Source: an optimization exercise on an open RTL-to-GDS flow (aim: small area, a short achievable clock period and few clock cycles per item). Production flows keep margins and buffers that such runs may drop. Function was not checked in any run shown here: the RTL went through the layout flow alone. Power is estimated from default activity; no workload was simulated.

==> flow/design.v (outline; a module is shown in full before it is edited, if it fits) <==
// module PipeIntMul: 4995 lines
// module mul_fa: 3 lines
// module mul_ha: 3 lines
module PipeIntMul(
  input  [31:0] intA,
  input  [31:0] intB,
  output [63:0] longP,
  input         val_op,
  output        commit,
  output        oprand_rdy,
  input         clk,
  input         reset
);
  // ...
==> flow/run.sh <==
#!/bin/bash
# synth_recipe.tcl (not shown) runs the flow's synth.tcl, then flattens the netlist and writes it again
# the make line also repeats each setting of config.mk as NAME=value (left out here)
make -C /OpenROAD-flow-scripts/flow DESIGN_CONFIG=/design/flow/config.mk WORK_HOME=/design/flow/orfs CLKGATE_MAP_FILE= SYNTH_SCRIPT=/design/flow/synth_recipe.tcl finish
==> flow/config.mk <==
export PLATFORM = sky130hd
export DESIGN_NAME = PipeIntMul
export DESIGN_NICKNAME = PipeIntMul
export VERILOG_FILES = /design/flow/design.v
export SDC_FILE = /design/flow/constraint.sdc
export NUM_CORES = 4
export LEC_CHECK = 0
export CAP_MARGIN = 20
export CORE_MARGIN = 2
export CORE_UTILIZATION = 40
export SLEW_MARGIN = 20
export SYNTH_HIERARCHICAL = 1
export SYNTH_MINIMUM_KEEP_SIZE = 0
==> flow/constraint.sdc <==
create_clock -name core_clock -period 9.0 [get_ports {clk}]
set_input_delay 1.8000 -clock core_clock [delete_from_list [all_inputs] [get_ports {clk}]]
set_output_delay 1.8000 -clock core_clock [all_outputs]
set_load 0.01 [all_outputs]
==> impl_metrics.py, run 1 <==
metrics = {
    "outcome": {
        "status": "timing/DRC/antenna clean",
    },
    "setup_path": {
        "worstReg2RegEnd": "m_r[66]",
        "worst_setup_path_end_kind": "flop",
        "launching_instance_or_port_of_the_critical_path": "an_r[9]",
        "buffers_and_inverters_on_the_worst_path": 1,
    },
    "cells_and_area": {
        "buf_share_pct": 5.02,
        "drive_above_1_share_pct": 4.52,
        "layout.non_clock_buffers": 195,
        "layout.filler_cells": 7560,
        "fin_util_pct": 44.5,
        "seq-cell-share_pct": 14.4,
        "finalNetCount": 4137,
    },
    "logic_synthesis": {
        "synthDistinctLibCells": 70,
        "number_of_nets_produced_by_synthesis": 4137,
        "synth_compound_area_share_pct": 4.71,
        "adder_cell_share_of_the_synthesized_area_pct": 59.2,
    },
    "floorplan": {
        "dieArea_um2": 83300,
        "die_w_um": 289,
        "starting_density_of_the_core_pct": 40.3,
    },
    "global_routing": {
        "grt_max_degree": 33,
    },
    "pwr": {
        "pwr-share-comb_pct": 75.6,
        "power_leader": "combinational logic",
        "clock_power_share_pct": 9.5,
    },
    "cts": {
        "clock_tree.buffer_depth": 3,
        "tritoncts": "built",
    },
    "detailed_routing": {
        "drt-total-wl_um": 111000,
        "initialDrtViolationCount": 2405,
        "met3RoutedLength_um": 13500,
    },
    "timing": {
        "final.setup.tns_ns": 0,
    },
    "worst_hold_path": {
        "holdCritPathClass": "reg2reg",
    },
    "placement": {
        "dp_cells": 4105,
    },
}
==> inputs of run 2 (changes only) <==
--- a/flow/config.mk
+++ b/flow/config.mk
@@ -8,6 +8,8 @@
 export CAP_MARGIN = 20
 export CORE_MARGIN = 2
 export CORE_UTILIZATION = 40
+export SETUP_SLACK_MARGIN = 5
 export SLEW_MARGIN = 20
 export SYNTH_HIERARCHICAL = 1
 export SYNTH_MINIMUM_KEEP_SIZE = 0
+export TNS_END_PERCENT = 100
==> impl_metrics.py, run 2 <==
metrics = {
    "floorplan": {
        "starting_density_of_the_core_pct": 40.3,
        "chip_height_um": 289,
        "std_cell_rows": 104,
        "top_level_ports": 133,
        "dieArea_um2": 83300,
        "die_w_um": 289,
        "coreArea_um2": 80300,
    },
    "setup_path": {
        "cp_cell_sequence": "bufbuf_16 -> nor2_1 -> fa_1 -> fa_2 -> fa_2 -> fa_2 -> fa_1 -> fa_2 -> fa_1 -> ha_2",
        "data_required_critical_path_ns": 9.54,
        "worst_path_dominant_cell_family": "adder cells",
        "cell_repeated_most_along_the_worst_path": "sky130_fd_sc_hd__fa_2",
        "critical_path.reg2reg.startpoint": "bn_r[11]",
        "worst_setup_path_end_kind": "flop",
        "worstReg2RegEnd": "m_r[56]",
        "timing.reg2reg.setup_slack_ns": 4.37,
        "buffers_and_inverters_on_the_worst_path": 1,
        "launching_instance_or_port_of_the_critical_path": "bn_r[11]",
        "crit_type": "reg2reg",
        "crit_path_top_delay_cell": "sky130_fd_sc_hd__fa_1",
        "critical_path_arrival_ns": 5.17,
        "critical-path-max-stage-delay_ns": 0.55,
        "cell_depth_of_the_worst_flop_to_flop_path": 10,
        "start_kind": "flop",
        "crit_path_max_fanout": 7,
    },
    "logic_synthesis": {
        "netlist_instances": 3077,
        "yosys.area.top_type_share_pct": 55.6,
        "synth_async_sr_flop_share_pct": 0,
        "synth_top_cells_by_area": "sky130_fd_sc_hd__fa_1, sky130_fd_sc_hd__dfxtp_1, sky130_fd_sc_hd__nor2_1, sky130_fd_sc_hd__ha_1, sky130_fd_sc_hd__clkbuf_1",
        "yosysMostFrequentCell": "sky130_fd_sc_hd__nor2_1",
        "synth_largest_area_cell": "sky130_fd_sc_hd__fa_1",
        "number_of_nets_produced_by_synthesis": 4137,
        "ys.flop_type": "sky130_fd_sc_hd__dfxtp_1",
        "syn_avg_cell_area_um2": 10.5,
        "ys_ff_latch": 256,
        "synth_seq_area_share_pct": 15.8,
        "synth.cell_area_um2": 32400,
        "post_synth_most_frequent_cells": "sky130_fd_sc_hd__nor2_1, sky130_fd_sc_hd__fa_1, sky130_fd_sc_hd__dfxtp_1",
        "synthDistinctLibCells": 70,
        "synth_enable_flop_cells": 0,
        "synth_warnings": 7,
    },
    "detailed_routing": {
        "vias": 27100,
        "avgRoutedWirePerCell_um": 30.2,
        "initialDrtViolationCount": 3247,
        "antenna_left": 0,
        "drt_drc_violations_left": 0,
        "route.detailed.vias_per_inst": 6.03,
        "drt-total-wl_um": 136000,
        "drt_first_pass_iters": 7,
    },
    "global_routing": {
        "global_route.usage.total_pct": 32.0,
        "grt_antenna_before_repair": 12,
        "grt_overflow": 0,
        "first_global_vias": 28700,
        "grt_pass1_wl_um": 191000,
        "grt_max_degree": 33,
    },
    "timing": {
        "slew_viol_final": 0,
        "final.setup.tns_ns": 0,
        "fin_crit_ns": 4.63,
        "setup_slack_ns": 4.37,
        "worst_slew_pin_slew_ns": 0.639,
        "grt_setup_unrepaired": "true",
        "layout_worst_path_cycle_share_pct": 51.4,
        "final-hold-violation-count": 0,
        "worst_hold_slack_ns": 0.328,
        "report.final.setup_viol": 0,
        "relSlewSlack_pct": 57.3,
        "achievable-frequency_mhz": 216,
        "final.setup_skew_ns": 0.0556,
    },
    "cts": {
        "cts_inserted_buffers": 31,
        "cts-root-buf": "sky130_fd_sc_hd__clkbuf_16",
        "clock_tree.buffer_depth": 3,
        "clkSinkCount": 256,
        "htreeDepth": 1,
        "cts-hold-fix-buffers": 0,
        "clk-insertion-delay-late_ns": 0.66,
        "cts.clk_slew.worst_paths_ns": 0.08,
        "tritoncts": "built",
    },
    "pwr": {
        "maximum_ir_drop_on_the_vdd_rail_uv": 344,
        "power_leakage_uw": 0.0181,
        "power.density_cell_area_nw_per_um2": 370,
    },
    "outcome": {
        "status": "timing/DRC/antenna clean",
    },
    "placement": {
        "placement.setup.worst_slack_ns": 3.95,
        "place.port_buffers": 131,
        "globalplace.congestion": 0.902,
        "post-dp-hpwl_um": 73500,
    },
    "worst_hold_path": {
        "worstHoldEndpoint": "p_r[0]",
        "min-delay-start": "m_r[0]",
        "holdCritPathClass": "reg2reg",
        "hold_depth": 0,
    },
    "cells_and_area": {
        "finalNetCount": 4454,
        "max_ffs_per_register": 125,
        "max_flop_register": "m_r",
        "drive_above_1_share_pct": 33.1,
        "layout_top_registers": "m_r x125, p_r x64",
        "layout.filler_cells": 6606,
        "final_common_cell": "sky130_fd_sc_hd__nor2_1",
        "highest_count_cells_in_the_layout_ignoring_fill_and_taps": "sky130_fd_sc_hd__nor2_1, sky130_fd_sc_hd__fa_1, sky130_fd_sc_hd__fa_2",
        "syn2layout_area_growth_pct": 33.2,
    },
    "run": {
        "maxCapViolCount": 0,
    },
}
## run 2: cell types whose count changed in the layout (fill, tap and decap cells not counted), moves of 36 or more
cell and change:
sky130_fd_sc_hd__dfxtp_1 -59, sky130_fd_sc_hd__nor2_2 +130, sky130_fd_sc_hd__fa_1 -408, sky130_fd_sc_hd__buf_4 +94, sky130_fd_sc_hd__buf_16 +36, sky130_fd_sc_hd__nor2_4 +58
sky130_fd_sc_hd__buf_6 +39, sky130_fd_sc_hd__dfxtp_4 +52, sky130_fd_sc_hd__nor2_1 -188, sky130_fd_sc_hd__fa_2 +408, sky130_fd_sc_hd__buf_12 +105
## run 2: through the flow
| step | std cells | total power (uW) | instance area [um2] | util (%) |
|---|---|---|---|---|
| global route | 4483 | 17000 | 43100 | 53.7 |
| finish | 4488 | 15900 | 43100 | 53.7 |
| floorplan | 3077 | 8400 | 33700 | - |
| detailed placement | 4080 | 12500 | 34900 | 43.4 |
| global placement | 4080 | 12300 | 34900 | 43.4 |
| CTS | 4409 | 15000 | 41800 | 52.0 |
## run 2: per-layer routing
metal	vias to the layer above	track usage, %	routed length [um]
met5	-	0.0568	270
li1	10200	-	-
met3	825	15.2	21800
met2	2455	46.4	56200
met1	13600	38.3	45700
met4	14	20.5	11800
## run 2: power breakdown
part | total, uW | internal (uW) | switching [uW]
registers | 2060 | 1800 | 262
logic | 12500 | 5690 | 6860
clock network | 1340 | 772 | 567
total | 15900 | 8260 | 7690
## run 2: cells by family (layout without fill, tap and decap cells)
kind of cell	after synthesis	count (layout)	share of synthesized area (%)
DFF	256	256	15.8
buffers and inverters	314	656	3.68
other	1	10	0.0116
adders and majority gates	993	993	59.2
AOI/OAI and AO/OA	227	227	4.71
muxes	3	3	0.0966
and+or+nand+nor	1228	1228	15.0
xor gates and xnor gates	55	55	1.49
## run 2: area by class of cell
cell class	instances	area, um2	area share (%)
multi-input combinational	2507	28000	64.9
timing repair buffer	511	7040	16.3
sequential	256	5330	12.4
tap	1060	1330	3.07
clock buffer	42	867	2.01
inverter	87	327	0.757
clock inverter	16	208	0.481
antenna	9	22.5	0.0522
## run 2: how the worst max path moves through the flow
| stage | endpoint | cells past startpoint |
|---|---|---|
| 6_report | m_r[56] | 10 |
| 2_1_floorplan | m_r[66] | 10 |
| 4_1_cts | m_r[62] | 10 |
| 3_5_place_dp | m_r[66] | 9 |
| 3_3_place_gp | m_r[66] | 9 |
| 5_1_grt | m_r[56] | 10 |
## run 2: worst reg2reg max path: stages, from the launching register on
cell                        delay, ns
sky130_fd_sc_hd__dfxtp_4         0.39
sky130_fd_sc_hd__bufbuf_16       0.32
sky130_fd_sc_hd__nor2_1          0.31
sky130_fd_sc_hd__fa_1            0.54
sky130_fd_sc_hd__fa_2            0.39
sky130_fd_sc_hd__fa_2            0.41
sky130_fd_sc_hd__fa_2            0.40
sky130_fd_sc_hd__fa_1            0.55
sky130_fd_sc_hd__fa_2            0.45
sky130_fd_sc_hd__fa_1            0.49
sky130_fd_sc_hd__ha_2            0.26
## run 2: per-module statistics from Yosys (local to each module, per instance)
module      cell area, um2  times used  flops+latches  cells
PipeIntMul           14000           1            256   2147
mul_fa                20.0         899              0      1
mul_ha                12.5          31              0      1
## run 2: repair_timing
item	4_1_cts	5_1_grt
pin swaps	175	196
setup buffers	231	65
cloned	40	5
endpoints found under the setup margin	78	76
gates resized for setup	597	214

-- re-timing with driven ports --
In the flow no input, the clock included, has a driving cell. The finished layouts below were timed again as built, in two steps. Step 1: set_driving_cell puts a clkbuf_16 on clk and a buf_2 on each other input, an assumption about the parent block. Step 2 also shifts input and output timing later by t, the mid clock arrival at the registers, as if the neighbouring blocks saw the same clock. a / b / c = no drivers / after step 1 / after step 2; a / b = the first two.
| run | t (ns) | setup slack, ns | worst hold slack (ns) | worst slew at a driven data input, ns |
|---|---|---|---|---|
| run 1 | 0.661 | 3.782 / 3.782 / 3.782 | 0.334 / 0.334 / 0.334 | 0.05 |
| run 2 | 0.694 | 4.370 / 4.370 / 4.370 | 0.328 / 0.328 / 0.328 | 0.04 |
After both steps setup and hold are still met in every run listed.
